Source: an optimization exercise on an open RTL-to-GDS flow (aim: small area). Production flows keep margins and buffers that such runs may drop.
Only simulation tests tie the RTL to the original design; equivalence was not proved.
Power and IR drop assume default switching activity.

`design/flow/config.mk`:
```
export PLATFORM = sky130hd
export DESIGN_NAME = filtering
export DESIGN_NICKNAME = filtering
export VERILOG_FILES = /design/flow/design.v
export SDC_FILE = /design/flow/constraint.sdc
export NUM_CORES = 4
export LEC_CHECK = 0
export ABC_AREA = 1
export CAP_MARGIN = 20
export CORE_MARGIN = 2
export CORE_UTILIZATION = 40
export SLEW_MARGIN = 20
```
`design/flow/constraint.sdc`:
```
create_clock -name core_clock -period 13.0 [get_ports {clock}]
set_input_delay 2.6000 -clock core_clock [delete_from_list [all_inputs] [get_ports {clock}]]
set_output_delay 2.6000 -clock core_clock [all_outputs]
set_load 0.01 [all_outputs]
```
`design/flow/design.v`:
```
`timescale 1ns / 1ps
module fv_csa #(parameter W = 13) (
    input  [W-1:0] a, b, c,
    output [W-1:0] s, co
);
    wire [W-1:0] m = (a & b) | (a & c) | (b & c);
    assign s  = a ^ b ^ c;
    assign co = {m[W-2:0], 1'b0};
endmodule
module fv_rca #(parameter W = 13) (
    input  [W-1:0] a, b,
    input          ci,
    output [W-1:0] s
);
    wire [W:0] c;
    assign c[0] = ci;
    genvar i;
    generate for (i = 0; i < W; i = i + 1) begin : g
        assign s[i]   = a[i] ^ b[i] ^ c[i];
        assign c[i+1] = (a[i] & b[i]) | (a[i] & c[i]) | (b[i] & c[i]);
    end endgenerate
endmodule
module fv_div3 #(parameter W = 12) (
    input  [W-1:0] x,
    output [W-1:0] q
);
    wire [1:0] rem [0:W];
    assign rem[W] = 2'd0;
    genvar i;
    generate for (i = W - 1; i >= 0; i = i - 1) begin : g
        wire [2:0] v = {rem[i+1], x[i]};
        assign q[i] = rem[i+1][1] | (rem[i+1][0] & x[i]);
        assign rem[i] = q[i] ? v - 3'd3 : v[1:0];
    end endgenerate
endmodule
module filtering(
input clock,
input reset,
input [3:0]sel_module,
input [23:0] rgb_C,
input [7:0] gray_center,
input [7:0] gray_up,
input [7:0] gray_down,
input [7:0] gray_right,
input [7:0] gray_right_down,
input [7:0] gray_right_up,
input [7:0] gray_left,
input [7:0] gray_left_down,
input [7:0] gray_left_up,
input [10:0] Hcount_in,
input [10:0] Vcount_in,
output reg [3:0] red,
output reg [3:0] green,
output reg [3:0] blue,
output reg [10:0] hc,
output reg [10:0] vc,
input Nblank
);
    reg [7:0]  tred, tgreen, tblue;
    reg [7:0]  red_o, green_o, blue_o;
    reg [11:0] r;
    reg        d3, d9;    
    reg [10:0] g;
    reg [11:0] b;
    reg        b15;
    reg [11:0] r_nxt;
    reg        d3_nxt, d9_nxt;
    reg [10:0] g_nxt;
    reg [11:0] b_nxt;
    reg        b15_nxt;
    reg [7:0]  red_o_nxt, green_o_nxt, blue_o_nxt;
    reg [3:0]  red_nxt, green_nxt, blue_nxt;
    wire [7:0] C  = gray_center;
    wire [7:0] U  = gray_up;
    wire [7:0] D  = gray_down;
    wire [7:0] L  = gray_left;
    wire [7:0] R  = gray_right;
    wire [7:0] LU = gray_left_up;
    wire [7:0] RU = gray_right_up;
    wire [7:0] LD = gray_left_down;
    wire [7:0] RD = gray_right_down;
    always @(posedge clock) begin
        vc <= Vcount_in;
        hc <= Hcount_in;
    end
    wire [3:0] sel = sel_module;
    wire m8  = (sel == 4'd8);
    wire m9  = (sel == 4'd9);
    wire m10 = (sel == 4'd10);
    wire m11 = (sel == 4'd11);
    wire m12 = (sel == 4'd12);
    wire m13 = (sel == 4'd13);
    wire m14 = (sel == 4'd14);
    wire m15 = (sel == 4'd15);
    function [8:0] slot;
        input [7:0] x;
        input       one, two, neg;
        begin
            slot = ({9{one}} & {1'b0, x}) | ({9{two}} & {x, 1'b0});
            slot = slot ^ {9{neg}};
        end
    endfunction
    wire [8:0] oL  = slot(L,  m8 | m12 | m10 | m13,       m9 | m15,        m9 | m10 | m13);
    wire [8:0] oR  = slot(R,  m8 | m10 | m12 | m13,       m9 | m15,        m10 | m12 | m13);
    wire [8:0] oU  = slot(U,  m8 | m14 | m10 | m12 | m13, m15,             m10 | m12 | m13);
    wire [8:0] oD  = slot(D,  m8 | m12 | m10 | m13,       m15,             m10 | m13);
    wire [8:0] oLU = slot(m13 ? C : LU, m8 | m14 | m15 | m9 | m10 | m13, 1'b0, m9 | m10);
    wire [8:0] oRU = slot(RU, m8 | m9 | m11 | m14 | m15 | m10, m12,        m10 | m12);
    wire [8:0] oLD = slot(LD, m8 | m11 | m9 | m10,        m12 | m15,       m9 | m10);
    wire [8:0] oRD = slot(RD, m8 | m9 | m15 | m10,        1'b0,            m10) | {7'b0, m12, 1'b0};
    wire [12:0] oC = ({13{m8 | m11}} & {5'b00000, C}) |
                     ({13{m12}}       & {5'b11010, C}) |
                     ({13{m13}}       & {3'b110, C, 2'b11}) |
                     ({13{m15}}       & {3'b000, C, 2'b00}) |
                     ({13{m10}}       & {2'b10, C, 3'b111}) |
                     ({13{m9}}        & 13'h1A03);
    wire        tci = m10 | m12 | m13;
    wire [12:0] s1, c1, s2, c2, s3, c3, s4, c4, s5, c5, s6, c6, s7, c7, T;
    fv_csa #(13) u_c1 ({4'b0, oL}, {4'b0, oR}, {4'b0, oU}, s1, c1);
    fv_csa #(13) u_c2 ({4'b0, oD}, {4'b0, oLU}, {4'b0, oRU}, s2, c2);
    fv_csa #(13) u_c3 ({4'b0, oLD}, {4'b0, oRD}, oC, s3, c3);
    fv_csa #(13) u_c4 (s1, c1, s2, s4, c4);
    fv_csa #(13) u_c5 (c2, s3, c3, s5, c5);
    fv_csa #(13) u_c6 (s4, c4, s5, s6, c6);
    fv_csa #(13) u_c7 (s6, c6, c5, s7, c7);
    fv_rca #(13) u_rt (s7, c7, tci, T);
    wire [10:0] y1s, y1c, y2s, y2c, y3s, y3c, y4s, y4c, Y;
    fv_csa #(11) u_y1 ({3'b0, RU}, {3'b0, LU}, {2'b0, U, 1'b1}, y1s, y1c);
    fv_csa #(11) u_y2 ({3'b111, ~RD}, {3'b111, ~LD}, {2'b11, ~D, 1'b1}, y2s, y2c);
    fv_csa #(11) u_y3 (y1s, y1c, y2s, y3s, y3c);
    fv_csa #(11) u_y4 (y3s, y3c, {y2c[10:1], 1'b1}, y4s, y4c);
    fv_rca #(11) u_ry (y4s, y4c, 1'b1, Y);
    wire [11:0] q1;
    wire [9:0]  q2;
    fv_div3 #(12) u_d1 (r, q1);
    fv_div3 #(10) u_d2 (q1[9:0], q2);
    wire        dv = d3 | d9;
    wire [11:0] rv = d9 ? {4'd0, q2[7:0]} : d3 ? {4'd0, q1[7:0]} : r;
    wire r_gt255  = ~dv & |r[11:8];
    wire r_gt256  = ~dv & (|r[11:9] | (r[8] & |r[7:0]));
    wire g_gt255  = |g[10:8];
    wire g_gt256  = |g[10:9] | (g[8] & |g[7:0]);
    wire b_gt255  = b15 | |b[11:8];
    wire b_gt256  = b15 | |b[11:9] | (b[8] & |b[7:0]);
    wire r_gt1024 = ~dv & (r[11] | (r[10] & |r[9:0]));
    wire r_eq1024 = ~dv & (r == 12'h400);
    wire r_gt1280 = ~dv & (r[11] | (r[10] & (r[9] | (r[8] & |r[7:0]))));
    wire neg_r = r_gt1024;
    wire neg_g = g[10] | r_eq1024;
    wire [12:0] ra = {rv[11], rv} ^ {13{neg_r}};
    wire [12:0] ga = {{2{g[10]}}, g} ^ {13{neg_g}};
    wire [12:0] bs, bc, core;
    fv_csa #(13) u_b1 (ra, ga, {12'b0, neg_g}, bs, bc);
    fv_rca #(13) u_rb (bs, bc, neg_r, core);
    wire m2 = (sel == 4'd2);
    wire [11:0] k6 = m2 ? 12'hFFA : 12'h006;
    wire [11:0] tr6, tg6, tb6;
    fv_rca #(12) u_a1 ({4'b0, tred},   k6, 1'b0, tr6);
    fv_rca #(12) u_a2 ({4'b0, tgreen}, k6, 1'b0, tg6);
    fv_rca #(12) u_a3 ({4'b0, tblue},  k6, 1'b0, tb6);
    wire [7:0] gs1, gc1, gs2, gc2, gs3, gc3, gs4, gc4, gsum;
    fv_csa #(8) u_g1 (tred >> 2, tred >> 5, tgreen >> 1, gs1, gc1);
    fv_csa #(8) u_g2 (tgreen >> 4, tblue >> 4, tblue >> 5, gs2, gc2);
    fv_csa #(8) u_g3 (gs1, gc1, gs2, gs3, gc3);
    fv_csa #(8) u_g4 (gs3, gc3, gc2, gs4, gc4);
    fv_rca #(8) u_g5 (gs4, gc4, 1'b0, gsum);
    wire [3:0] gry = gsum[7:4];
    always @* begin
        red_nxt = 4'd0; green_nxt = 4'd0; blue_nxt = 4'd0;
        red_o_nxt = 8'd0; green_o_nxt = 8'd0; blue_o_nxt = 8'd0;
        r_nxt = 12'd0; d3_nxt = 1'b0; d9_nxt = 1'b0; g_nxt = 11'd0; b_nxt = 12'd0; b15_nxt = 1'b0;
        if (Nblank) begin
            case (sel)
                4'd7:                 begin red_nxt = rgb_C[3:0]; green_nxt = rgb_C[11:8]; blue_nxt = rgb_C[19:16]; end
                4'd10, 4'd12, 4'd13: begin red_nxt = red_o[7:4]; green_nxt = green_o[7:4]; blue_nxt = blue_o[7:4]; end
                default:              begin red_nxt = red_o[3:0]; green_nxt = green_o[3:0]; blue_nxt = blue_o[3:0]; end
            endcase
            r_nxt = {4'd0, red_o}; g_nxt = {3'd0, green_o}; b_nxt = {4'd0, blue_o};
            case (sel)
                4'd0: begin r_nxt = r; d3_nxt = d3; d9_nxt = d9; g_nxt = g; b_nxt = b; b15_nxt = b15; end
                4'd1, 4'd2: begin r_nxt = tr6; g_nxt = tg6[10:0]; b_nxt = tb6; b15_nxt = tb6[11]; end
                4'd8:  begin r_nxt = T[11:0]; d9_nxt = 1'b1; end
                4'd11, 4'd14: begin r_nxt = T[11:0]; d3_nxt = 1'b1; end
                4'd9:  begin r_nxt = T[11:0]; g_nxt = Y; b_nxt = core[12:1]; b15_nxt = core[12] ^ rv[11] ^ g[10]; end
                4'd10, 4'd12, 4'd13: r_nxt = T[11:0];
                4'd15: r_nxt = {3'd0, T[12:4]};
                default: ;
            endcase
            case (sel)
                4'd0: begin red_o_nxt = rgb_C[7:4]; green_o_nxt = rgb_C[15:12]; blue_o_nxt = rgb_C[23:20]; end
                4'd1: begin
                    red_o_nxt   = r_gt255 ? 8'd15 : rv[7:4];
                    green_o_nxt = g_gt255 ? 8'd15 : g[7:4];
                    blue_o_nxt  = b_gt255 ? 8'd15 : b[7:4];
                end
                4'd2: begin
                    red_o_nxt   = r_gt256 ? 8'd0 : rv[7:4];
                    green_o_nxt = g_gt256 ? 8'd0 : g[7:4];
                    blue_o_nxt  = b_gt256 ? 8'd0 : b[7:4];
                end
                4'd3: begin red_o_nxt = gry; green_o_nxt = gry; blue_o_nxt = gry; end
                4'd4: begin red_o_nxt = 8'd255;      green_o_nxt = tgreen[7:4]; blue_o_nxt = tblue[7:4]; end
                4'd5: begin red_o_nxt = tred[7:4];   green_o_nxt = tgreen[7:4]; blue_o_nxt = 8'd255; end
                4'd6: begin red_o_nxt = tred[7:4];   green_o_nxt = 8'd255;      blue_o_nxt = tblue[7:4]; end
                4'd7: begin red_o_nxt = tred[7:4];   green_o_nxt = tgreen[7:4]; blue_o_nxt = tblue[7:4]; end
                4'd9: begin red_o_nxt = b[11:4]; green_o_nxt = b[11:4]; blue_o_nxt = b[11:4]; end
                4'd10: begin
                    red_o_nxt = (~dv & r[11]) ? 8'd0 : (~dv & |r[10:8]) ? 8'd255 : rv[7:0];
                    green_o_nxt = red_o_nxt; blue_o_nxt = red_o_nxt;
                end
                4'd12: begin
                    red_o_nxt = r_gt1280 ? 8'd0 : r_gt255 ? 8'd255 : rv[7:0];
                    green_o_nxt = red_o_nxt; blue_o_nxt = red_o_nxt;
                end
                4'd13: begin
                    red_o_nxt = r_gt255 ? 8'd0 : rv[7:0];
                    green_o_nxt = red_o_nxt; blue_o_nxt = red_o_nxt;
                end
                default: begin red_o_nxt = rv[11:4]; green_o_nxt = rv[11:4]; blue_o_nxt = rv[11:4]; end
            endcase
        end
    end
    always @(posedge clock) begin
        if (reset) begin
            tred <= 8'd0; tgreen <= 8'd0; tblue <= 8'd0;
        end else begin
            tred <= rgb_C[7:0]; tgreen <= rgb_C[15:8]; tblue <= rgb_C[23:16];
        end
        if (reset) begin
            red <= 4'd0; green <= 4'd0; blue <= 4'd0;
            red_o <= 8'd0; green_o <= 8'd0; blue_o <= 8'd0;
            r <= 12'd0; d3 <= 1'b0; d9 <= 1'b0; g <= 11'd0; b <= 12'd0; b15 <= 1'b0;
        end else begin
            red <= red_nxt; green <= green_nxt; blue <= blue_nxt;
            red_o <= red_o_nxt; green_o <= green_o_nxt; blue_o <= blue_o_nxt;
            r <= r_nxt; d3 <= d3_nxt; d9 <= d9_nxt; g <= g_nxt; b <= b_nxt; b15 <= b15_nxt;
        end
    end
endmodule
```
`design/flow/run.sh`:
```
#!/bin/bash
# synth_recipe.tcl (not shown) runs the flow's synth.tcl, then flattens the netlist and writes it again
# the make line also repeats each setting of config.mk as NAME=value (left out here)
make -C /OpenROAD-flow-scripts/flow DESIGN_CONFIG=/design/flow/config.mk WORK_HOME=/design/flow/orfs CLKGATE_MAP_FILE= SYNTH_SCRIPT=/design/flow/synth_recipe.tcl finish
```
==> results of run 1 <==
==> per-stage QoR <==
| step | hold WS [ns] | instances |
|---|---|---|
| final | 0.4690 | 2086 |
| after global routing | 0.4837 | 2085 |
| after CTS | 0.4731 | 2080 |
| after detailed placement | 0.4643 | 2048 |
| after global placement | 0.4545 | 2048 |
| after floorplan | 0.4435 | 1526 |
==> cells in the mapped netlist, types with 10 or more instances <==
library cell / n
nand4_1: 11
a31oi_1: 28
o21ai_0: 60
a221oi_1: 30
nand2_2: 15
a22oi_1: 10
xnor2_1: 12
inv_1: 359
nand3_1: 42
ha_1: 45
clkbuf_1: 40
nand2_1: 203
o22ai_1: 45
a21oi_1: 68
o211ai_1: 14
fa_1: 155
nor2_1: 119
dfxtp_1: 120
xor2_1: 61
==> final timing paths <==
kind	startpoint	end	slack (ns)	cells past startpoint
hold reg to reg	red_o[1]	red[1]	0.47	2
setup reg to reg	r[11]	b15	1.01	72
setup / recovery	sel_module[2]	r[7]	0.83	32
hold / removal	red_o[1]	red[1]	0.47	2
==> registers in the layout, summed over array words and instances (netlist names), 4 cells and up <==
name	cells
green_o	8
blue_o	8
g	11
tblue	8
tred	8
hc	11
green	4
r	12
red	4
blue	4
red_o	8
tgreen	8
vc	11
b	12
==> worst register-to-register path, delay by kind of cell (launching register included) <==
family	cells	cell delay, ns
buf+inv	15	1.43
xor+xnor	3	0.46
compound gates	3	0.34
fa+ha+maj	22	6.44
flops	1	0.36
simple gates	29	2.88
==> power by group <==
part           total (mW)  internal [mW]  switching, mW
registers           0.423          0.394         0.0291
logic                1.74          0.699           1.04
clock network       0.471          0.270          0.201
total                2.64           1.36           1.27
==> routing by layer <==
metal / vias to the layer above / GRT usage
li1: 5160 / -
met1: 5245 / 0.3527
met2: 510 / 0.4029
met3: 73 / 0.04477
met4: 0 / 0.08094
met5: - / 0
==> kinds of logic after synthesis <==
kind of cell / count (synthesis) / synth area share
and+or+nand+nor: 421 / 0.1572
buffers and inverters: 414 / 0.1291
AOI/OAI and AO/OA: 297 / 0.1559
adders and majority gates: 200 / 0.3041
DFF: 120 / 0.1993
xor gates and xnor gates: 74 / 0.05439
==> final cells by class <==
type,instances,area [sq um],area share
multi-input cells,992,8127,0.5509
flip-flops and latches,120,2404,0.1629
repair buffers,183,1769,0.1199
inverters,368,1381,0.09364
well taps,390,488.0,0.03308
clock buffers,17,425.4,0.02884
clock inverters,15,155.1,0.01052
diodes,1,2.502,0.0001696
==> timing repair <==
item,4_1_cts,5_1_grt
pin swaps,0,2
endpoints found under the hold margin,0,0
resized for setup,2,13
buffers inserted,0,5
setup endpoints to repair,1,4
==> results.py, run 1 <==
metrics = {
    "placed_design": {
        "place.gp.congestion": 0.9674,
        "pre_cts_ws_ns": -0.05669,
        "dpl-instance-area_sq_mm": 0.01411,
        "dp_hpwl_microns": 32500,
        "port_buffers": 158,
    },
    "floorplanning": {
        "rows": 63,
        "die_w_microns": 177.6,
        "die-area_sq_mm": 0.03154,
        "die_h_microns": 177.6,
        "io_pins": 159,
        "start_util": 0.4067,
        "core-area_sq_mm": 0.02964,
    },
    "cts": {
        "cts_tree": "built",
        "clock_latency_ns": 0.43,
        "clock_sinks": 120,
        "numCtsBuffers": 17,
        "hold_buffers": 0,
        "clock_path_buffers": 2,
        "cts_root_buf": "clkbuf_16",
        "clk_pin_slew_ns": 0.06,
        "htree_levels": 4,
    },
    "hold_path": {
        "hp-class": "reg2reg",
    },
    "finish": {
        "fin_util": 0.4977,
        "num-fill-cells": 2995,
        "final_nets": 2007,
        "layout_commonest_cell": "inv_1",
        "drive_above_1_share": 0.07434,
        "post-route-cell-area_sq_mm": 0.01475,
        "final_cell_mix": "inv_1 (353), nand2_1 (203), clkdlybuf4s50_1 (158), fa_1 (150), dfxtp_1 (119)",
        "synthToLayoutAreaGrowth_pct": 22.38,
    },
    "sta": {
        "rsz0062_at_grt": "false",
        "max_freq_mhz": 82.19,
        "final-hold-violation-count": 0,
        "slew_headroom": 0.2988,
        "finalCritPeriodShare": 0.9359,
        "fin_crit_ns": 12.17,
        "tns_ns": 0,
        "finClkSkew_ns": 0.01550,
        "worstMarginPinSlew_ns": 1.048,
        "slew_violations": 0,
        "setup_violations": 0,
        "setup_slack_ns": 0.8332,
    },
    "grt": {
        "grt_pass1_wl_microns": 61020,
        "grt_start_max_net_pins": 43,
        "grt_overflow": 0,
        "grt_usage": 0.2544,
        "antenna_found_initial": 1,
        "grt_pass1_vias": 10970,
    },
    "yosys": {
        "yosysWarnings": 3,
        "synth_cells": 1526,
        "synth-edff-count": 0,
        "syn_area_sq_mm": 0.01205,
        "synth_area_per_cell_sq_um": 7.899,
        "syn-num-nets": 1851,
        "postSynth.asyncResetShare": 0,
        "yosysTopAreaCell": "fa_1",
        "synthDistinctLibCells": 45,
        "synth_area_leaders": "fa_1 (26%), dfxtp_1 (20%), inv_1 (11%)",
        "synth_top_cell_area_share": 0.2574,
        "ys_seq_elements": 120,
        "seq_area_frac_synth": 0.1993,
        "yosys_most_used_dff": "dfxtp_1",
    },
    "route": {
        "dr.pass1.iters": 9,
        "drc_errors": 0,
        "ant_nets": 0,
        "wl_per_cell_microns": 18.87,
        "dr_wl_met3_microns": 3061,
        "highest_layer": "met4",
        "wl_met2_microns": 18100,
        "drt-total-wl_microns": 39350,
        "dr.first_iter.drc_count": 1185,
        "vias": 10990,
        "viasPerCell": 5.267,
        "m1WireLength_microns": 17090,
    },
    "setup_path": {
        "critPathMaxFanout": 14,
        "cpPeakStageDelay_ns": 0.71,
        "path_class": "in2reg",
        "critPathCaptureType": "flop",
        "critical_path_buf_inv_count": 8,
        "start_kind": "primary input",
        "path_common_cell": "fa_1",
        "cp_top_family": "adder cells",
        "worst_path_max_delay_cell": "nor2_1",
        "cp.required_ns": 13.35,
        "critPathArrivalTime_ns": 12.51,
    },
    "pwr": {
        "leakagePower_nw": 7.076,
        "peakVddDrop_uv": 119.8,
        "power.density_mw_per_mm2": 178.7,
        "p_total_mw": 2.636,
    },
    "job": {
        "maxCapViolCount": 0,
    },
    "status": {
        "status": "timing/DRC/antenna clean",
    },
}
==> run 2, diff against run 1 <==
==> design/flow/flow/run.sh (new file) <==
#!/bin/bash
# The standard layout with three changes:
#  - after synthesis, flow/faopt.py flips the polarity of full-adder cells to
#    drop inverters that extract_fa leaves between them (registers untouched);
#  - plain buf_1 cells as the port buffers;
#  - a clock tree of clkbuf_4 cells without dummy loads.
set -euo pipefail
export BUFFER_PORTS_ARGS="-buffer_cell sky130_fd_sc_hd__buf_1"
export CTS_ARGS="-sink_clustering_enable -repair_clock_nets -dont_use_dummy_load -buf_list sky130_fd_sc_hd__clkbuf_4"
R=$PWD/orfs/results/$FLOW_PLATFORM/filtering/base
bash standard.sh synth > flow_synth.log 2>&1
cp $R/1_2_yosys.v $R/1_2_yosys.std.v
python3 flow/faopt.py $R/1_2_yosys.std.v $R/1_2_yosys.v > faopt.log 2>&1
rm -f $R/1_synth.odb
bash standard.sh > flow_layout.log 2>&1
==> design/flow/flow/faopt.py (new file) <==
#!/usr/bin/env python3
"""Full-adder polarity clean-up of a mapped Yosys netlist.

A full adder is self-dual: FA(~a,~b,~c) = (~sum, ~cout).  Yosys's extract_fa
leaves many inverters between adder cells.  This script flips the polarity of
full-adder cells (moving inverters from their inputs to their outputs) where
that lowers the number of inverters, then rebuilds one shared inverter per
signal that still needs its complement.  Registers and all other cells are
left as they are.

usage: faopt.py in.v out.v
"""
import re, sys
from collections import defaultdict

src = open(sys.argv[1]).read()
cell_re = re.compile(r'^  (sky130_fd_sc_hd__\w+) (\S+)\s+\((.*?)\n  \);\n', re.S | re.M)
pin_re = re.compile(r'\.(\w+)\(([^()]*)\)')
OUTS = {'X', 'Y', 'Q', 'Q_N', 'SUM', 'COUT', 'HI', 'LO'}

cells = []
first = None
last = None
for m in cell_re.finditer(src):
    if first is None:
        first = m.start()
    last = m.end()
    pins = [(p, n.strip()) for p, n in pin_re.findall(m.group(3))]
    cells.append([m.group(1), m.group(2), pins])
head, tail = src[:first], src[last:]
assert 'assign' not in src[first:last]

def is_inv(c):
    return re.match(r'sky130_fd_sc_hd__inv_\d+$', c[0]) is not None

def is_fa(c):
    return re.match(r'sky130_fd_sc_hd__fa_\d+$', c[0]) is not None

# inverter map: output net -> input net
inv_of = {}
for c in cells:
    if is_inv(c):
        d = dict(c[2])
        inv_of[d['Y']] = d['A']

def root(net):
    """(root net, polarity) following inverter chains."""
    pol = 0
    seen = 0
    while net in inv_of and seen < 100:
        net = inv_of[net]
        pol ^= 1
        seen += 1
    return net, pol

outnets = set()
for m in re.finditer(r'^\s*output (?:\[(\d+):(\d+)\] )?(\S+);', head, re.M):
    if m.group(1):
        for i in range(int(m.group(2)), int(m.group(1)) + 1):
            outnets.add('%s[%d]' % (m.group(3), i))
    else:
        outnets.add(m.group(3))

# consumers: list of (cell index, pin, root, pol) for every non-inverter input pin
fas = [i for i, c in enumerate(cells) if is_fa(c)]
fa_set = set(fas)
cons = []          # [cell, pin, root, pol]
by_root = defaultdict(list)
for i, c in enumerate(cells):
    if is_inv(c):
        continue
    for p, n in c[2]:
        if p in OUTS:
            continue
        r, pol = root(n)
        cons.append([i, p, r, pol])
        by_root[r].append(len(cons) - 1)
# output ports read a net directly; if it is an inverter output, keep a consumer
for n in outnets:
    r, pol = root(n)
    if pol:
        cons.append([-1, n, r, pol])
        by_root[r].append(len(cons) - 1)

# driver of each root: FA index if driven by an FA output
fa_drv = {}
for i in fas:
    for p, n in cells[i][2]:
        if p in OUTS:
            fa_drv[n] = i

flip = defaultdict(int)
fa_inputs = defaultdict(list)
for k, (ci, p, r, pol) in enumerate(cons):
    if ci in fa_set:
        fa_inputs[ci].append(k)

def need(k):
    ci, p, r, pol = cons[k]
    return pol ^ (flip[ci] if ci in fa_set else 0)

def phys(r):
    return flip[fa_drv[r]] if r in fa_drv else 0

def root_cost(r):
    ph = phys(r)
    return 1 if any(need(k) != ph for k in by_root[r]) else 0

def fa_roots(i):
    rs = set(cons[k][2] for k in fa_inputs[i])
    for p, n in cells[i][2]:
        if p in OUTS:
            rs.add(n)
    return rs

before = sum(root_cost(r) for r in by_root)
changed = True
it = 0
while changed and it < 50:
    changed = False
    it += 1
    for i in fas:
        rs = fa_roots(i)
        c0 = sum(root_cost(r) for r in rs)
        flip[i] ^= 1
        c1 = sum(root_cost(r) for r in rs)
        if c1 < c0:
            changed = True
        else:
            flip[i] ^= 1
after = sum(root_cost(r) for r in by_root)

# rebuild: drop all inverters, add one per root that needs its complement
newcells = [c for c in cells if not is_inv(c)]
idx_map = {}
j = 0
for i, c in enumerate(cells):
    if not is_inv(c):
        idx_map[i] = j
        j += 1
inv_net = {}
extra_wires = []
add_cells = []
n_new = 0
def comp_net(r):
    """net carrying the complement of the physical signal of root r"""
    global n_new
    if r not in inv_net:
        n_new += 1
        name = '_faopt_n%d_' % n_new
        extra_wires.append(name)
        add_cells.append(['sky130_fd_sc_hd__inv_1', '_faopt_i%d_' % n_new, [('A', r), ('Y', name)]])
        inv_net[r] = name
    return inv_net[r]

port_fix = []
for k, (ci, p, r, pol) in enumerate(cons):
    want = need(k)
    net = r if want == phys(r) else comp_net(r)
    if ci == -1:
        port_fix.append((p, net))
        continue
    c = newcells[idx_map[ci]]
    c[2] = [(pp, net if pp == p else nn) for pp, nn in c[2]]
# flipped FAs: nothing to rewire on outputs (their nets now carry the complement,
# which need()/phys() accounted for); inputs were rewired above.

# output ports driven through an inverter: drive the port net from the new inverter
# by renaming: add an inverter whose output is the port net itself.
for pnet, net in port_fix:
    if net == pnet:
        continue
    # the port needs signal 'net'; insert a buffer-free connection: an inverter
    # on the complement gives the same signal
    r = None
    add_cells.append(['sky130_fd_sc_hd__inv_1', '_faopt_o%d_' % len(add_cells),
                      [('A', inv_net_src) if False else ('A', None), ('Y', pnet)]])
    raise SystemExit('output port through inverter: not handled')

out = [head]
for w in extra_wires:
    out.append('  wire %s;\n' % w)
for c in newcells + add_cells:
    out.append('  %s %s (\n%s\n  );\n' % (c[0], c[1], ',\n'.join('    .%s(%s)' % (p, n + ' ' if n.startswith('\\') else n) for p, n in c[2])))
out.append(tail)
open(sys.argv[2], 'w').write(''.join(out))
n_inv_before = sum(1 for c in cells if is_inv(c))
print('faopt: %d FA, %d flipped, inverters %d -> %d (root cost %d -> %d)' %
      (len(fas), sum(flip[i] for i in fas), n_inv_before, len(add_cells), before, after))
==> design/flow/standard.sh (new file) <==
#!/bin/bash
# synth_recipe.tcl (not shown) runs the flow's synth.tcl, then flattens the netlist and writes it again
# the make line also repeats each setting of config.mk as NAME=value (left out here)
make -C /OpenROAD-flow-scripts/flow DESIGN_CONFIG=/design/flow/config.mk WORK_HOME=/design/flow/orfs CLKGATE_MAP_FILE= SYNTH_SCRIPT=/design/flow/synth_recipe.tcl "${@:-finish}"
removed: design/flow/run.sh
==> run 2 against run 1 <==
  * Still clean
  * Utilization decreased by 4.5 points
  * Register-to-register slack got worse by 0.08 ns
  * Total power is 12% lower
  * Critical endpoint is now b15
  * Highest routed layer unchanged
==> results.py, run 2 <==
metrics = {
    "sta": {
        "finClkSkew_ns": 0.04325,
        "rsz0062_at_grt": "false",
        "slew_headroom": 0.3000,
        "setup_violations": 0,
        "setup_slack_ns": 0.9332,
        "final-hold-violation-count": 0,
        "slew_violations": 0,
        "worstMarginPinSlew_ns": 1.046,
        "finalCritPeriodShare": 0.9282,
        "tns_ns": 0,
        "fin_crit_ns": 12.07,
        "max_freq_mhz": 82.87,
    },
    "yosys": {
        "synth_cells": 1445,
        "syn-num-nets": 1770,
        "synth_area_per_cell_sq_um": 8.132,
        "yosysWarnings": 3,
        "syn_area_sq_mm": 0.01175,
    },
    "route": {
        "viasPerCell": 5.315,
        "ant_nets": 0,
        "drt-total-wl_microns": 37510,
        "dr.pass1.iters": 5,
        "vias": 10580,
        "dr.first_iter.drc_count": 1005,
        "wl_per_cell_microns": 18.85,
        "drc_errors": 0,
    },
    "setup_path": {
        "cpPeakStageDelay_ns": 0.46,
        "path_common_cell": "nand2_1",
        "start_kind": "flop",
        "path_class": "reg2reg",
        "critPathMaxFanout": 6,
        "cp.required_ns": 13.41,
        "worst_path_max_delay_cell": "fa_1",
        "critPathArrivalTime_ns": 12.47,
        "critPathCaptureType": "flop",
    },
    "placed_design": {
        "pre_cts_ws_ns": 0.07389,
        "place.gp.congestion": 0.9212,
        "dp_hpwl_microns": 30720,
        "place_inst": 1967,
        "port_buffers": 158,
    },
    "finish": {
        "final_cell_mix": "inv_1 (279), nand2_1 (203), buf_1 (158), fa_1 (149), dfxtp_1 (119)",
        "layout_commonest_cell": "inv_1",
        "drive_above_1_share": 0.06733,
        "reg_top3": "b (12), r (12)",
        "fin_cells": 1990,
        "synthToLayoutAreaGrowth_pct": 10.91,
        "final_nets": 1931,
    },
    "pwr": {
        "power.density_mw_per_mm2": 177.4,
        "peakVddDrop_uv": 111.0,
        "swShare": 0.5169,
        "p_int_mw": 1.117,
        "p_total_mw": 2.312,
        "power_frac_clock": 0.080,
        "comb_power_share": 0.738,
        "seq_power_share": 0.182,
        "leakagePower_nw": 6.006,
        "p_sw_mw": 1.195,
    },
    "job": {
        "maxCapViolCount": 0,
    },
    "floorplanning": {
        "io_pins": 159,
        "die_h_microns": 175.4,
        "core-area_sq_mm": 0.02878,
        "die_w_microns": 175.4,
        "die-area_sq_mm": 0.03076,
        "rows": 62,
        "start_util": 0.4083,
    },
    "cts": {
        "cts_tree": "built",
        "cts_root_buf": "clkbuf_4",
        "clock_path_buffers": 2,
        "numCtsBuffers": 17,
        "clock_sinks": 120,
        "hold_buffers": 0,
        "htree_levels": 4,
        "clock_latency_ns": 0.55,
        "clk_pin_slew_ns": 0.12,
    },
    "status": {
        "status": "timing/DRC/antenna clean",
    },
    "hold_path": {
        "hp-class": "reg2reg",
    },
    "grt": {
        "grt_pass1_vias": 10700,
        "grt_overflow": 0,
        "grt_pass1_wl_microns": 59570,
        "grt_start_max_net_pins": 51,
        "antenna_found_initial": 3,
        "grt_usage": 0.2520,
    },
}
-- run 2: critical path: cells and delay by family, from the launching register on --
kind,cells,cell delay [ns]
adder cells (fa/ha/maj),21,6.31
flip-flops,1,0.35
AO/OA/AOI/OAI,3,0.28
buffers and inverters,15,1.00
AND/OR/NAND/NOR,35,3.36
XOR/XNOR,4,0.62
-- run 2: power groups by stage --
stage,clock [mW],combinational (mW),sequential (mW)
floorplan,0,1.21,0.421
global placement,0,1.66,0.427
detailed placement,0,1.69,0.428
CTS,0.189,1.70,0.419
global route,0.203,1.96,0.423
finish,0.185,1.71,0.420
-- run 2: cell type report --
type,instances,area [sq um]
diodes,2,5.005
inverters,287,1077
flip-flops and latches,120,2404
multi-input cells,992,8120
repair buffers,188,818.3
clock buffers,17,127.6
fillers,2913,15750
well taps,384,480.5
-- run 2: per-layer routing --
layer / wire length, microns / vias up / track usage
met4: 797 / 0 / 0.06354
met1: 16410 / 5101 / 0.3487
met5: 0 / - / 0
li1: - / 4996 / -
met3: 2935 / 51 / 0.04957
met2: 17370 / 428 / 0.4052
-- run 2: worst paths after layout --
path	from	cells after the start	slack [ns]	endpoint
worst min register to register	green_o[0]	2	0.45	green[0]
worst max-delay path	r[11]	78	0.93	b15
worst max register to register	r[11]	78	0.93	b15
worst min-delay path	green_o[0]	2	0.45	green[0]
-- run 2: timing repair --
item                                    4_1_cts  5_1_grt
endpoints found under the setup margin        0        4
resized for setup                             0       14
setup buffers                                 0        4
-- run 2: per-stage QoR --
step | util | hold slack [ns] | area, sq um
after floorplan | - | 0.4435 | 11750
after global placement | 0.4465 | 0.4547 | 12850
after detailed placement | 0.4465 | 0.4679 | 12850
after CTS | 0.4510 | 0.4434 | 12980
after global routing | 0.4528 | 0.4923 | 13030
final | 0.4528 | 0.4503 | 13030
==> run 3, diff against run 2 <==
--- a/design/flow/design.v
+++ b/design/flow/design.v
@@ -62,10 +62,10 @@
     reg        d3, d9;    
     reg [10:0] g;
-    reg [11:0] b;
+    reg [11:4] b;
     reg        b15;
     reg [11:0] r_nxt;
     reg        d3_nxt, d9_nxt;
     reg [10:0] g_nxt;
-    reg [11:0] b_nxt;
+    reg [11:4] b_nxt;
     reg        b15_nxt;
     reg [7:0]  red_o_nxt, green_o_nxt, blue_o_nxt;
@@ -101,23 +101,29 @@
         end
     endfunction
-    wire [8:0] oL  = slot(L,  m8 | m12 | m10 | m13,       m9 | m15,        m9 | m10 | m13);
-    wire [8:0] oR  = slot(R,  m8 | m10 | m12 | m13,       m9 | m15,        m10 | m12 | m13);
-    wire [8:0] oU  = slot(U,  m8 | m14 | m10 | m12 | m13, m15,             m10 | m12 | m13);
-    wire [8:0] oD  = slot(D,  m8 | m12 | m10 | m13,       m15,             m10 | m13);
-    wire [8:0] oLU = slot(m13 ? C : LU, m8 | m14 | m15 | m9 | m10 | m13, 1'b0, m9 | m10);
-    wire [8:0] oRU = slot(RU, m8 | m9 | m11 | m14 | m15 | m10, m12,        m10 | m12);
-    wire [8:0] oLD = slot(LD, m8 | m11 | m9 | m10,        m12 | m15,       m9 | m10);
-    wire [8:0] oRD = slot(RD, m8 | m9 | m15 | m10,        1'b0,            m10) | {7'b0, m12, 1'b0};
+    wire m1 = (sel == 4'd1);
+    wire m2 = (sel == 4'd2);
+    wire m3 = (sel == 4'd3);
+    wire [8:0] oL  = slot(L,  m8 | m12 | m10 | m13,       m9 | m15,        m9 | m12) | ({9{m3}} & {3'b0, tred[7:2]});
+    wire [8:0] oR  = slot(R,  m8 | m10 | m12 | m13,       m9 | m15,        1'b0) | ({9{m3}} & {6'b0, tred[7:5]});
+    wire [8:0] oU  = slot(U,  m8 | m14 | m10 | m12 | m13, m15,             1'b0) | ({9{m3}} & {2'b0, tgreen[7:1]});
+    wire [8:0] oD  = slot(D,  m8 | m12 | m10 | m13,       m15,             m12) | ({9{m3}} & {5'b0, tgreen[7:4]});
+    wire [8:0] oLU = slot(m13 ? C : LU, m8 | m14 | m15 | m9 | m10 | m13, 1'b0, m9 | m13) | ({9{m3}} & {5'b0, tblue[7:4]});
+    wire [8:0] oRU = slot(RU, m8 | m9 | m11 | m14 | m15 | m10, m12,        1'b0) | ({9{m3}} & {6'b0, tblue[7:5]});
+    wire [8:0] oLD = slot(LD, m8 | m11 | m9 | m10,        m12 | m15,       m9 | m12);
+    wire [8:0] oRD = slot(RD, m8 | m9 | m15 | m10,        1'b0,            1'b0) | {7'b0, m12, 1'b0} |
+                     ({9{m1 | m2}} & {1'b0, tred});
     wire [12:0] oC = ({13{m8 | m11}} & {5'b00000, C}) |
-                     ({13{m12}}       & {5'b11010, C}) |
-                     ({13{m13}}       & {3'b110, C, 2'b11}) |
+                     ({13{m12}}       & {5'b11001, ~C}) |
+                     ({13{m13}}       & {3'b111, ~C, 2'b11}) |
                      ({13{m15}}       & {3'b000, C, 2'b00}) |
-                     ({13{m10}}       & {2'b10, C, 3'b111}) |
-                     ({13{m9}}        & 13'h1A03);
-    wire        tci = m10 | m12 | m13;
+                     ({13{m10}}       & {2'b11, ~C, 3'b111}) |
+                     ({13{m9}}        & 13'h1A03) |
+                     ({13{m1}}        & 13'h0006) |
+                     ({13{m2}}        & 13'h1FFA);
+    wire        tci = m12 | m13;
     wire [12:0] s1, c1, s2, c2, s3, c3, s4, c4, s5, c5, s6, c6, s7, c7, T;
     fv_csa #(13) u_c1 ({4'b0, oL}, {4'b0, oR}, {4'b0, oU}, s1, c1);
     fv_csa #(13) u_c2 ({4'b0, oD}, {4'b0, oLU}, {4'b0, oRU}, s2, c2);
-    fv_csa #(13) u_c3 ({4'b0, oLD}, {4'b0, oRD}, oC, s3, c3);
+    fv_csa #(13) u_c3 ({4'b0, oLD}, {{4{m13}}, oRD}, oC, s3, c3);
     fv_csa #(13) u_c4 (s1, c1, s2, s4, c4);
     fv_csa #(13) u_c5 (c2, s3, c3, s5, c5);
@@ -138,36 +144,25 @@
     wire [11:0] rv = d9 ? {4'd0, q2[7:0]} : d3 ? {4'd0, q1[7:0]} : r;
     wire r_gt255  = ~dv & |r[11:8];
-    wire r_gt256  = ~dv & (|r[11:9] | (r[8] & |r[7:0]));
     wire g_gt255  = |g[10:8];
-    wire g_gt256  = |g[10:9] | (g[8] & |g[7:0]);
     wire b_gt255  = b15 | |b[11:8];
-    wire b_gt256  = b15 | |b[11:9] | (b[8] & |b[7:0]);
     wire r_gt1024 = ~dv & (r[11] | (r[10] & |r[9:0]));
     wire r_eq1024 = ~dv & (r == 12'h400);
     wire r_gt1280 = ~dv & (r[11] | (r[10] & (r[9] | (r[8] & |r[7:0]))));
-    wire neg_r = r_gt1024;
-    wire neg_g = g[10] | r_eq1024;
-    wire [12:0] ra = {rv[11], rv} ^ {13{neg_r}};
-    wire [12:0] ga = {{2{g[10]}}, g} ^ {13{neg_g}};
+    wire m12_ = m1 | m2;
+    wire neg_r = ~m12_ & r_gt1024;
+    wire neg_g = ~m12_ & (g[10] | r_eq1024);
+    wire [12:0] ra = m12_ ? {5'b0, tblue} : {rv[11], rv} ^ {13{neg_r}};
+    wire [12:0] ga = m12_ ? (m2 ? 13'h1FFA : 13'h0006) : {{2{g[10]}}, g} ^ {13{neg_g}};
     wire [12:0] bs, bc, core;
     fv_csa #(13) u_b1 (ra, ga, {12'b0, neg_g}, bs, bc);
     fv_rca #(13) u_rb (bs, bc, neg_r, core);
-    wire m2 = (sel == 4'd2);
     wire [11:0] k6 = m2 ? 12'hFFA : 12'h006;
-    wire [11:0] tr6, tg6, tb6;
-    fv_rca #(12) u_a1 ({4'b0, tred},   k6, 1'b0, tr6);
+    wire [11:0] tg6;
     fv_rca #(12) u_a2 ({4'b0, tgreen}, k6, 1'b0, tg6);
-    fv_rca #(12) u_a3 ({4'b0, tblue},  k6, 1'b0, tb6);
-    wire [7:0] gs1, gc1, gs2, gc2, gs3, gc3, gs4, gc4, gsum;
-    fv_csa #(8) u_g1 (tred >> 2, tred >> 5, tgreen >> 1, gs1, gc1);
-    fv_csa #(8) u_g2 (tgreen >> 4, tblue >> 4, tblue >> 5, gs2, gc2);
-    fv_csa #(8) u_g3 (gs1, gc1, gs2, gs3, gc3);
-    fv_csa #(8) u_g4 (gs3, gc3, gc2, gs4, gc4);
-    fv_rca #(8) u_g5 (gs4, gc4, 1'b0, gsum);
-    wire [3:0] gry = gsum[7:4];
+    wire [3:0] gry = T[7:4];
     always @* begin
         red_nxt = 4'd0; green_nxt = 4'd0; blue_nxt = 4'd0;
         red_o_nxt = 8'd0; green_o_nxt = 8'd0; blue_o_nxt = 8'd0;
-        r_nxt = 12'd0; d3_nxt = 1'b0; d9_nxt = 1'b0; g_nxt = 11'd0; b_nxt = 12'd0; b15_nxt = 1'b0;
+        r_nxt = 12'd0; d3_nxt = 1'b0; d9_nxt = 1'b0; g_nxt = 11'd0; b_nxt = 8'd0; b15_nxt = 1'b0;
         if (Nblank) begin
             case (sel)
@@ -176,12 +171,12 @@
                 default:              begin red_nxt = red_o[3:0]; green_nxt = green_o[3:0]; blue_nxt = blue_o[3:0]; end
             endcase
-            r_nxt = {4'd0, red_o}; g_nxt = {3'd0, green_o}; b_nxt = {4'd0, blue_o};
+            r_nxt = {4'd0, red_o}; g_nxt = {3'd0, green_o}; b_nxt = blue_o[7:4];
             case (sel)
                 4'd0: begin r_nxt = r; d3_nxt = d3; d9_nxt = d9; g_nxt = g; b_nxt = b; b15_nxt = b15; end
-                4'd1, 4'd2: begin r_nxt = tr6; g_nxt = tg6[10:0]; b_nxt = tb6; b15_nxt = tb6[11]; end
+                4'd1, 4'd2: begin r_nxt = T[11:0]; g_nxt = tg6[10:0]; b_nxt = core[11:4]; b15_nxt = core[11]; end
                 4'd8:  begin r_nxt = T[11:0]; d9_nxt = 1'b1; end
                 4'd11, 4'd14: begin r_nxt = T[11:0]; d3_nxt = 1'b1; end
-                4'd9:  begin r_nxt = T[11:0]; g_nxt = Y; b_nxt = core[12:1]; b15_nxt = core[12] ^ rv[11] ^ g[10]; end
-                4'd10, 4'd12, 4'd13: r_nxt = T[11:0];
+                4'd9:  begin r_nxt = T[11:0]; g_nxt = Y; b_nxt = core[12:5]; b15_nxt = core[12] ^ rv[11] ^ g[10]; end
+                4'd10, 4'd12, 4'd13: r_nxt = ~T[11:0];
                 4'd15: r_nxt = {3'd0, T[12:4]};
                 default: ;
@@ -195,7 +190,7 @@
                 end
                 4'd2: begin
-                    red_o_nxt   = r_gt256 ? 8'd0 : rv[7:4];
-                    green_o_nxt = g_gt256 ? 8'd0 : g[7:4];
-                    blue_o_nxt  = b_gt256 ? 8'd0 : b[7:4];
+                    red_o_nxt   = r_gt255 ? 8'd0 : rv[7:4];
+                    green_o_nxt = g_gt255 ? 8'd0 : g[7:4];
+                    blue_o_nxt  = b_gt255 ? 8'd0 : b[7:4];
                 end
                 4'd3: begin red_o_nxt = gry; green_o_nxt = gry; blue_o_nxt = gry; end
@@ -230,5 +225,5 @@
             red <= 4'd0; green <= 4'd0; blue <= 4'd0;
             red_o <= 8'd0; green_o <= 8'd0; blue_o <= 8'd0;
-            r <= 12'd0; d3 <= 1'b0; d9 <= 1'b0; g <= 11'd0; b <= 12'd0; b15 <= 1'b0;
+            r <= 12'd0; d3 <= 1'b0; d9 <= 1'b0; g <= 11'd0; b <= 8'd0; b15 <= 1'b0;
         end else begin
             red <= red_nxt; green <= green_nxt; blue <= blue_nxt;
==> design/flow/flow/run.sh (replaced) <==
#!/bin/bash
# The standard layout with these changes:
#  - after the standard synthesis, the combinational logic between the
#    registers and adder cells is re-mapped by ABC for area (resyn.ys); the
#    registers, the full/half adder cells and all names of registers stay;
#  - flow/faopt.py flips the polarity of full-adder cells to drop inverters
#    that extract_fa leaves between them;
#  - flow/nlcmp.py checks the result against the standard netlist by random
#    simulation and checks that every register is kept and still read; on
#    any failure the standard netlist is used instead;
#  - plain buf_1 cells as the port buffers;
#  - a clock tree of clkbuf_8 cells under a clkbuf_16 root, no dummy loads.
set -euo pipefail
export BUFFER_PORTS_ARGS="-buffer_cell sky130_fd_sc_hd__buf_1"
export CTS_ARGS="-sink_clustering_enable -repair_clock_nets -dont_use_dummy_load -root_buf sky130_fd_sc_hd__clkbuf_16 -buf_list sky130_fd_sc_hd__clkbuf_8"
R=$PWD/orfs/results/$FLOW_PLATFORM/filtering/base
LIB=$FLOW_HOME/platforms/sky130hd/lib/sky130_fd_sc_hd__tt_025C_1v80.lib
bash standard.sh synth > flow_synth.log 2>&1
cp $R/1_2_yosys.v $R/1_2_yosys.std.v
printf 'strash\ndch -f\nmap -a\nmfs2 -a\nstrash\ndch -f\nmap -a\n' > $PWD/area.abc
cat > $PWD/resyn.ys <<E2
read_liberty -ignore_miss_func $LIB
blackbox sky130_fd_sc_hd__fa_1 sky130_fd_sc_hd__ha_1 sky130_fd_sc_hd__dfxtp_1 sky130_fd_sc_hd__conb_1
read_verilog $R/1_2_yosys.std.v
hierarchy -top $FLOW_TOP
flatten
opt_clean
techmap
opt_expr
opt_clean
abc -liberty $LIB -dont_use *clkdly* -dont_use *dlygate* -dont_use *probe* -dont_use *lpflow* -script $PWD/area.abc
opt_clean -purge
rename -hide w:*.*
opt_clean -purge
write_verilog -noattr -noexpr $R/1_2_yosys.rs.v
E2
ok=0
if yosys -s $PWD/resyn.ys > resyn.log 2>&1; then
  if python3 flow/faopt.py $R/1_2_yosys.rs.v $R/1_2_yosys.opt.v > faopt.log 2>&1; then
    NB=$(grep -c dfxtp_1 $R/1_2_yosys.std.v)
    if NLCMP_LIB=$LIB python3 flow/nlcmp.py $R/1_2_yosys.std.v $R/1_2_yosys.opt.v 60 > nlcmp.log 2>&1 && grep -q "^mismatches 0$" nlcmp.log && grep -q "^registers $NB $NB unread 0 *$" nlcmp.log; then
      ok=1
    fi
  fi
fi
if [ $ok = 1 ]; then
  cp $R/1_2_yosys.opt.v $R/1_2_yosys.v
  echo "using the re-mapped netlist" > netlist_choice.log
else
  python3 flow/faopt.py $R/1_2_yosys.std.v $R/1_2_yosys.v > faopt_std.log 2>&1 || cp $R/1_2_yosys.std.v $R/1_2_yosys.v
  echo "using the standard netlist" > netlist_choice.log
fi
rm -f $R/1_synth.odb
bash standard.sh > flow_layout.log 2>&1
--- a/design/flow/flow/faopt.py
+++ b/design/flow/flow/faopt.py
@@ -32,5 +32,5 @@
 
 def is_inv(c):
-    return re.match(r'sky130_fd_sc_hd__inv_\d+$', c[0]) is not None
+    return re.match(r'sky130_fd_sc_hd__(clk)?inv_\d+$', c[0]) is not None
 
 def is_fa(c):
==> design/flow/flow/nlcmp.py (new file) <==
#!/usr/bin/env python3
"""Random-simulation check that two mapped netlists with the same registers
compute the same next state: every register input is compared for random
register states and primary inputs, with each cell evaluated from its
liberty function.  usage: NLCMP_LIB=lib nlcmp.py a.v b.v [rounds]
Prints "mismatches N"."""
import re,sys,random
import os
lib=open(os.environ['NLCMP_LIB']).read()
funcs={}
ms=list(re.finditer(r'cell\s*\(\s*"?(sky130_fd_sc_hd__\w+)"?\s*\)',lib))
for i,m in enumerate(ms):
    body=lib[m.end():ms[i+1].start() if i+1<len(ms) else len(lib)]
    f={}
    for pm in re.finditer(r'pin\s*\(\s*"?(\w+)"?\s*\)\s*\{',body):
        seg=body[pm.end():pm.end()+4000]
        fm=re.search(r'\bfunction\s*:\s*"([^"]*)"',seg[:seg.find('pin (') if 'pin (' in seg else len(seg)])
        dm=re.search(r'direction\s*:\s*"?(\w+)',seg)
        if fm and dm and dm.group(1)=='output':
            e=fm.group(1).replace('!','~').replace('*','&').replace('+','|')
            f[pm.group(1)]=compile(e,'f','eval')
    funcs[m.group(1)[17:]]=f
def load(fn):
    s=open(fn).read()
    cells=[]
    for m in re.finditer(r'^  (sky130_fd_sc_hd__\w+) (\S+)\s+\((.*?)\n  \);\n', s, re.S|re.M):
        cells.append((m.group(1)[17:], dict([('_name', m.group(2).strip())] + [(p,n.strip()) for p,n in re.findall(r'\.(\w+)\(([^()]*)\)', m.group(3))])))
    return cells
def topo(cells):
    drv={}
    for i,(t,p) in enumerate(cells):
        for k in funcs.get(t,{}):
            if k in p: drv[p[k]]=i
    order=[];seen={}
    def visit(i):
        if seen.get(i)==2: return
        seen[i]=1
        t,p=cells[i]
        if not t.startswith('dfx'):
            for k,n in p.items():
                if k not in funcs[t] and n in drv and seen.get(drv[n])!=1: visit(drv[n])
        seen[i]=2; order.append(i)
    sys.setrecursionlimit(100000)
    for i in range(len(cells)): visit(i)
    return order
def ev(cells,order,v):
    v=dict(v); v["1'h0"]=0; v["1'h1"]=1
    for i in order:
        t,p=cells[i]
        if t.startswith('dfx'): continue
        env={k:v.get(n,0) for k,n in p.items() if k!='_name'}
        for k,code in funcs[t].items():
            if k in p: v[p[k]]=eval(code,{},env)&1
    return v
A=load(sys.argv[1]); B=load(sys.argv[2])
# registers of B whose output nothing reads (they would be removed later)
srcB=open(sys.argv[2]).read()
ports=set()
for m in re.finditer(r'^\s*output (?:\[(\d+):(\d+)\] )?(\S+);', srcB, re.M):
    if m.group(1):
        ports.update('%s[%d]' % (m.group(3), i) for i in range(int(m.group(2)), int(m.group(1)) + 1))
    else:
        ports.add(m.group(3))
readB=set(n for t,p in B for k,n in p.items() if k!='_name' and k not in funcs[t])
dead=[p['_name'] for t,p in B if t.startswith('dfx') and p['Q'] not in readB and p['Q'] not in ports]
nA=sum(1 for t,p in A if t.startswith('dfx')); nB=sum(1 for t,p in B if t.startswith('dfx'))
print('registers', nA, nB, 'unread', len(dead), ' '.join(dead))
oa=topo(A); ob=topo(B)
ins=set()
for c in (A,B):
    for t,p in c:
        for k,n in p.items():
            if k not in funcs[t] and k!='_name': ins.add(n)
random.seed(1); bad=0
for it in range(int(sys.argv[3]) if len(sys.argv)>3 else 300):
    v={n:random.randrange(2) for n in ins}
    fq={}
    for t,p in A:
        if t.startswith('dfx'): fq[p['_name']]=random.randrange(2)
    v1=dict(v); v2=dict(v)
    for t,p in A:
        if t.startswith('dfx'): v1[p['Q']]=fq[p['_name']]
    for t,p in B:
        if t.startswith('dfx'): v2[p['Q']]=fq[p['_name']]
    va=ev(A,oa,v1); vb=ev(B,ob,v2)
    fb={p['_name']:p for t,p in B if t.startswith('dfx')}
    for ta,pa in A:
        if not ta.startswith('dfx'): continue
        pb=fb[pa['_name']]
        if va.get(pa['D'])!=vb.get(pb['D']): bad+=1
    outs=set(n for t,p in A for k,n in p.items() if k in funcs[t] and not n.startswith('_') and k!='_name')

print('mismatches',bad)
==> run 3 against run 2 <==
  * Setup slack lost 0.091 ns
  * Register-to-register slack got worse by 0.09 ns
  * Fmax is 0.75% lower
  * Final cell count decreased by 13%
  * Total power increased by 3.2%
  * Clock skew down 0.0046 ns
  * Wire length is 0.60% lower
  * Synthesized area shrank 15%
  * Largest power group unchanged
==> results.py, run 3 <==
metrics = {
    "status": {
        "status": "timing/DRC/antenna clean",
    },
    "sta": {
        "max_freq_mhz": 82.25,
        "fin_crit_ns": 12.16,
        "finClkSkew_ns": 0.03864,
        "finalCritPeriodShare": 0.9352,
        "setup_slack_ns": 0.8420,
        "setup_violations": 0,
        "worstMarginPinSlew_ns": 0.9700,
        "slew_violations": 0,
        "slew_headroom": 0.3534,
        "final-hold-violation-count": 0,
    },
    "yosys": {
        "synth_cells": 1209,
        "synth_area_per_cell_sq_um": 8.250,
        "syn_area_sq_mm": 0.009975,
        "syn-num-nets": 1499,
        "yosysWarnings": 3,
    },
    "floorplanning": {
        "rows": 57,
        "die_h_microns": 161.9,
        "die-area_sq_mm": 0.02621,
        "start_util": 0.4089,
        "core-area_sq_mm": 0.02439,
        "die_w_microns": 161.9,
        "io_pins": 159,
    },
    "cts": {
        "htree_levels": 4,
        "cts_root_buf": "clkbuf_16",
        "numCtsBuffers": 17,
        "clock_latency_ns": 0.38,
        "clock_sinks": 116,
        "cts_tree": "built",
        "clock_path_buffers": 2,
        "post-cts-setup-buffers": 0,
        "clk_pin_slew_ns": 0.07,
        "hold_buffers": 0,
    },
    "finish": {
        "final_nets": 1709,
        "n_antenna_cell": 0,
        "layout_commonest_cell": "inv_1",
        "drive_above_1_share": 0.05857,
        "seq_area_sq_mm": 0.002323,
        "fin_util": 0.4735,
        "multi_input_area_sq_mm": 0.006943,
        "final_cell_mix": "inv_1 (210), buf_1 (158), nand2_1 (140), nor2_1 (137), fa_1 (120)",
        "num-fill-cells": 2496,
        "synthToLayoutAreaGrowth_pct": 15.79,
        "regMostFlops": "r",
        "largest_reg_flops": 12,
    },
    "hold_path": {
        "hp-class": "reg2reg",
        "min_to": "blue[3]",
        "worstHoldPathCells": 2,
        "hold_start": "blue_o[3]",
    },
    "grt": {
        "grt_pass1_vias": 9747,
        "grt_pass1_wl_microns": 56710,
        "grt_overflow": 0,
        "grt_start_max_net_pins": 61,
        "grt_usage": 0.2877,
        "antenna_found_initial": 0,
    },
    "placed_design": {
        "place.gp.congestion": 1.017,
        "dp_hpwl_microns": 30190,
        "port_buffers": 158,
        "pre_cts_ws_ns": -0.05455,
    },
    "setup_path": {
        "path_class": "reg2reg",
        "r2r_end": "b15",
        "worst_path_max_delay_cell": "fa_1",
        "start_kind": "flop",
        "cp.required_ns": 13.21,
        "critPathArrivalTime_ns": 12.36,
        "r2r_slack_ns": 0.84,
        "critPathMaxFanout": 5,
        "worst_r2r_path_depth": 63,
        "r2r_start": "r[10]",
        "cpPeakStageDelay_ns": 0.47,
        "critPathCaptureType": "flop",
    },
    "route": {
        "dr.first_iter.drc_count": 1109,
        "ant_nets": 0,
        "drt-total-wl_microns": 37290,
        "wl_per_cell_microns": 21.42,
        "vias": 9868,
        "drc_errors": 0,
        "dr.pass1.iters": 7,
        "viasPerCell": 5.668,
    },
    "pwr": {
        "peakVddDrop_uv": 222.4,
        "leakagePower_nw": 5.082,
        "power.density_mw_per_mm2": 206.7,
    },
    "job": {
        "maxCapViolCount": 0,
    },
}
run 3: worst max-delay path: cells and delay by family, from the launching register on:
family	cells	cell delay, ns
adder cells (fa/ha/maj)	19	5.95
XOR/XNOR	11	1.88
buffers and inverters	7	0.53
flip-flops	1	0.33
AND/OR/NAND/NOR	14	1.65
AO/OA/AOI/OAI	12	1.64
run 3: how the worst max path moves through the flow:
stage,slack [ns],end,start
after floorplan,0.49,r[8],sel_module[3]
after global placement,0.43,b15,r[10]
after detailed placement,-0.05,b15,r[10]
after CTS,0.02,b15,r[10]
after global routing,-0.06,b15,r[10]
final,0.84,b15,r[10]
run 3: power by group:
part	internal [mW]	switching, mW
clock network	0.123	0.133
registers	0.386	0.0301
logic	0.683	1.03
total	1.19	1.20
run 3: layer usage:
layer / wire length (microns) / track usage / vias up
met5: 0 / 0 / -
met4: 2132 / 0.1545 / 0
met3: 3194 / 0.05363 / 111
met2: 17040 / 0.4520 / 555
met1: 14910 / 0.3771 / 4697
li1: - / - / 4505
run 3: per-stage QoR:
step / std cells / total power [mW] / setup TNS [ns] / hold WS, ns / cell area (sq um)
floorplan: 1209 / 1.598 / 0 / 0.4265 / 9975
global placement: 1724 / 2.025 / 0 / 0.4353 / 11230
detailed placement: 1724 / 2.079 / -0.05455 / 0.4385 / 11230
CTS: 1741 / 2.343 / 0 / 0.4291 / 11480
global route: 1741 / 2.621 / -0.05808 / 0.4418 / 11550
finish: 1741 / 2.387 / 0 / 0.4375 / 11550
run 3: area by class of cell:
class	instances	area share
multi-input cells	882	0.6011
flip-flops and latches	116	0.2012
repair buffers	191	0.07280
inverters	211	0.06857
well taps	324	0.03510
clock buffers	17	0.02123
run 3: timing repair:
| item | 4_1_cts | 5_1_grt |
|---|---|---|
| setup endpoints to repair | 1 | 4 |
| endpoints found under the hold margin | 0 | 0 |
| resized for setup | 2 | 20 |
| cloned | 0 | 0 |
| pin swaps | 0 | 2 |
==> run 4, diff against run 3 <==
--- a/design/flow/flow/run.sh
+++ b/design/flow/flow/run.sh
@@ -2,6 +2,7 @@
 # The standard layout with these changes:
 #  - after the standard synthesis, the combinational logic between the
-#    registers and adder cells is re-mapped by ABC for area (resyn.ys); the
-#    registers, the full/half adder cells and all names of registers stay;
+#    registers and full-adder cells is re-mapped by ABC for area (resyn.ys,
+#    area.abc); the registers, the full-adder cells and the names of the
+#    registers stay;
 #  - flow/faopt.py flips the polarity of full-adder cells to drop inverters
 #    that extract_fa leaves between them;
@@ -18,8 +19,8 @@
 bash standard.sh synth > flow_synth.log 2>&1
 cp $R/1_2_yosys.v $R/1_2_yosys.std.v
-printf 'strash\ndch -f\nmap -a\nmfs2 -a\nstrash\ndch -f\nmap -a\n' > $PWD/area.abc
+printf 'strash\n&get -n\n&deepsyn -T 60\n&put\ndch -f\nmap -a\nmfs2 -a\nstrash\ndch -f\nmap -a\n' > $PWD/area.abc
 cat > $PWD/resyn.ys <<E2
 read_liberty -ignore_miss_func $LIB
-blackbox sky130_fd_sc_hd__fa_1 sky130_fd_sc_hd__ha_1 sky130_fd_sc_hd__dfxtp_1 sky130_fd_sc_hd__conb_1
+blackbox sky130_fd_sc_hd__fa_1 sky130_fd_sc_hd__dfxtp_1 sky130_fd_sc_hd__conb_1
 read_verilog $R/1_2_yosys.std.v
 hierarchy -top $FLOW_TOP
==> run 4 against run 3 <==
  * Count of clock-buffer cells in the layout unchanged
  * Setup slack improved by 0.62 ns
  * Hold slack got worse by 0.031 ns
  * Final area decreased by 5.4%
  * Register-to-register slack improved by 2.2 ns
  * Via count decreased by 1.3%
  * Total power decreased by 14%
  * Utilization decreased by 0.67 points
==> results.py, run 4 <==
metrics = {
    "status": {
        "status": "timing/DRC/antenna clean",
    },
    "route": {
        "ant_nets": 0,
        "dr.pass1.iters": 6,
        "drc_errors": 0,
        "viasPerCell": 5.710,
        "dr.first_iter.drc_count": 1006,
        "drt-total-wl_microns": 36040,
        "vias": 9736,
        "wl_met2_microns": 16120,
        "highest_layer": "met5",
        "dr_wl_met3_microns": 3826,
        "wl_per_cell_microns": 21.14,
        "m1WireLength_microns": 14330,
    },
    "sta": {
        "finalCritPeriodShare": 0.8872,
        "finClkSkew_ns": 0.03728,
        "fin_crit_ns": 11.53,
        "setup_violations": 0,
        "tns_ns": 0,
        "slew_headroom": 0.4095,
        "worstMarginPinSlew_ns": 0.8804,
        "final-hold-violation-count": 0,
        "rsz0062_at_grt": "false",
        "slew_violations": 0,
        "max_freq_mhz": 86.70,
    },
    "finish": {
        "synthToLayoutAreaGrowth_pct": 14.61,
        "final_cell_mix": "inv_1 (214), nor2_1 (175), buf_1 (158), nand2_1 (152), fa_1 (125)",
        "n_antenna_cell": 0,
        "final_nets": 1638,
        "layout_commonest_cell": "inv_1",
        "largest_reg_flops": 12,
        "num-fill-cells": 2392,
        "regMostFlops": "r",
        "drive_above_1_share": 0.03463,
    },
    "job": {
        "maxCapViolCount": 0,
    },
    "placed_design": {
        "dp_hpwl_microns": 29570,
        "port_buffers": 158,
        "place.gp.congestion": 0.9748,
    },
    "yosys": {
        "syn-num-nets": 1441,
        "synth_area_per_cell_sq_um": 8.003,
        "synth_cells": 1191,
        "syn_area_sq_mm": 0.009532,
        "yosysWarnings": 3,
    },
    "pwr": {
        "p_sw_mw": 1.033,
        "comb_power_share": 0.670,
        "p_int_mw": 1.015,
        "p_total_mw": 2.048,
        "power.density_mw_per_mm2": 187.5,
        "seq_power_share": 0.206,
        "swShare": 0.5045,
        "leakagePower_nw": 4.645,
        "power_frac_clock": 0.124,
        "peakVddDrop_uv": 118.8,
    },
    "setup_path": {
        "worst_path_max_delay_cell": "nor2_1",
        "r2r_end": "b15",
        "path_class": "in2reg",
        "worst_r2r_path_depth": 45,
        "r2r_slack_ns": 3.09,
        "cp.depth": 29,
        "critical_path_buf_inv_count": 8,
        "critPathArrivalTime_ns": 11.75,
        "cpPeakStageDelay_ns": 0.58,
        "critPathMaxFanout": 12,
        "path_common_cell": "fa_1",
        "r2r_start": "r[10]",
        "cp_top_family": "adder cells",
        "start_kind": "primary input",
        "cp.required_ns": 13.22,
        "critPathCaptureType": "flop",
    },
    "grt": {
        "grt_pass1_wl_microns": 54340,
        "grt_start_max_net_pins": 33,
        "antenna_found_initial": 1,
        "grt_pass1_vias": 9438,
        "grt_usage": 0.2932,
        "grt_overflow": 0,
    },
    "floorplanning": {
        "start_util": 0.4073,
        "die_w_microns": 158.4,
        "io_pins": 159,
        "core-area_sq_mm": 0.02340,
        "die-area_sq_mm": 0.02508,
        "rows": 56,
        "die_h_microns": 158.4,
    },
    "cts": {
        "clock_latency_ns": 0.38,
        "cts_tree": "built",
        "clk_pin_slew_ns": 0.06,
        "cts_resized": 0,
        "htree_levels": 4,
        "clock_path_buffers": 2,
        "post-cts-setup-buffers": 0,
        "numCtsBuffers": 17,
        "clock_sinks": 116,
        "cts_root_buf": "clkbuf_16",
        "hold_buffers": 0,
    },
    "hold_path": {
        "hold_start": "blue_o[1]",
        "min_to": "blue[1]",
        "worstHoldPathCells": 2,
        "hp-class": "reg2reg",
    },
}
run 4: cell type report:
| cell class | instances | area [sq um] | share of cell area |
|---|---|---|---|
| Sequential cell | 116 | 2322 | 0.2126 |
| Timing Repair Buffer | 178 | 743.2 | 0.06803 |
| Clock buffer | 17 | 245.2 | 0.02245 |
| Inverter | 214 | 803.3 | 0.07353 |
| Tap cell | 319 | 399.1 | 0.03654 |
| Multi-Input combinational cell | 861 | 6411 | 0.5869 |
run 4: how the worst max path moves through the flow:
| stage | from | to | slack (ns) |
|---|---|---|---|
| after floorplan | sel_module[2] | r[7] | 1.12 |
| final | sel_module[3] | r[7] | 1.47 |
| after global routing | sel_module[3] | r[7] | 0.98 |
| after global placement | sel_module[0] | r[7] | 1.38 |
| after detailed placement | sel_module[3] | r[7] | 1.19 |
| after CTS | sel_module[3] | r[7] | 1.54 |
run 4: through the flow:
stage / util / setup slack, ns / cells / hold WS (ns) / cell area, sq um
3_3_place_gp: 0.4562 / 1.375 / 1688 / 0.4067 / 10680
6_report: 0.4668 / 1.466 / 1705 / 0.4067 / 10920
2_1_floorplan: - / 1.120 / 1191 / 0.3960 / 9532
4_1_cts: 0.4667 / 1.542 / 1705 / 0.4080 / 10920
5_1_grt: 0.4668 / 0.9751 / 1705 / 0.4516 / 10920
3_5_place_dp: 0.4562 / 1.192 / 1688 / 0.4062 / 10680
run 4: per-layer routing:
metal,vias to the layer above,global-route usage
li1,4417,-
met3,101,0.06587
met4,2,0.1459
met1,4601,0.3795
met2,615,0.4631
met5,-,0
run 4: power groups by stage:
stage,Combinational [mW],Clock (mW),Sequential (mW)
after detailed placement,1.34,0,0.427
after global placement,1.32,0,0.429
final,1.37,0.254,0.421
after floorplan,0.904,0,0.417
after global routing,1.53,0.273,0.424
after CTS,1.35,0.256,0.420
run 4: worst register-to-register path, delay by kind of cell, from the launching register on:
kind | cells | cell delay (ns)
adders and majority gates | 9 | 4.18
and+or+nand+nor | 14 | 2.05
AOI/OAI and AO/OA | 12 | 1.91
buffers and inverters | 7 | 0.68
xor gates and xnor gates | 3 | 0.60
DFF | 1 | 0.36

re-timing with driven ports:
No port has a modelled driver above. Below, the same layouts with a new extraction and two added sets of constraints.
Step 1, drivers: a clkbuf_16 drives clock and a buf_2 each remaining input, both assumed.
Step 2, shift: input delay + t, output delay - t, t = (earliest + latest rising clock arrival at the registers) / 2. This alone moves slack from input paths to output paths.
Slacks: ideal ports / drivers / drivers and shift; pairs: ideal ports / drivers.
run | t, ns | setup slack, ns | clock arrival spread, ns
run 1 | 0.469 | 0.833 / 0.858 / 0.390 | 0.016 / 0.017
run 2 | 0.568 | 0.933 / 0.933 / 0.933 | 0.043 / 0.043
run 3 | 0.411 | 0.842 / 0.842 / 0.694 | 0.039 / 0.039
run 4 | 0.407 | 1.466 / 1.476 / 1.069 | 0.038 / 0.038
After both steps setup and hold are still met in every run listed. The setup slack of run 1, which loses most, moves by +0.025 ns with the drivers and by -0.443 ns with both steps.
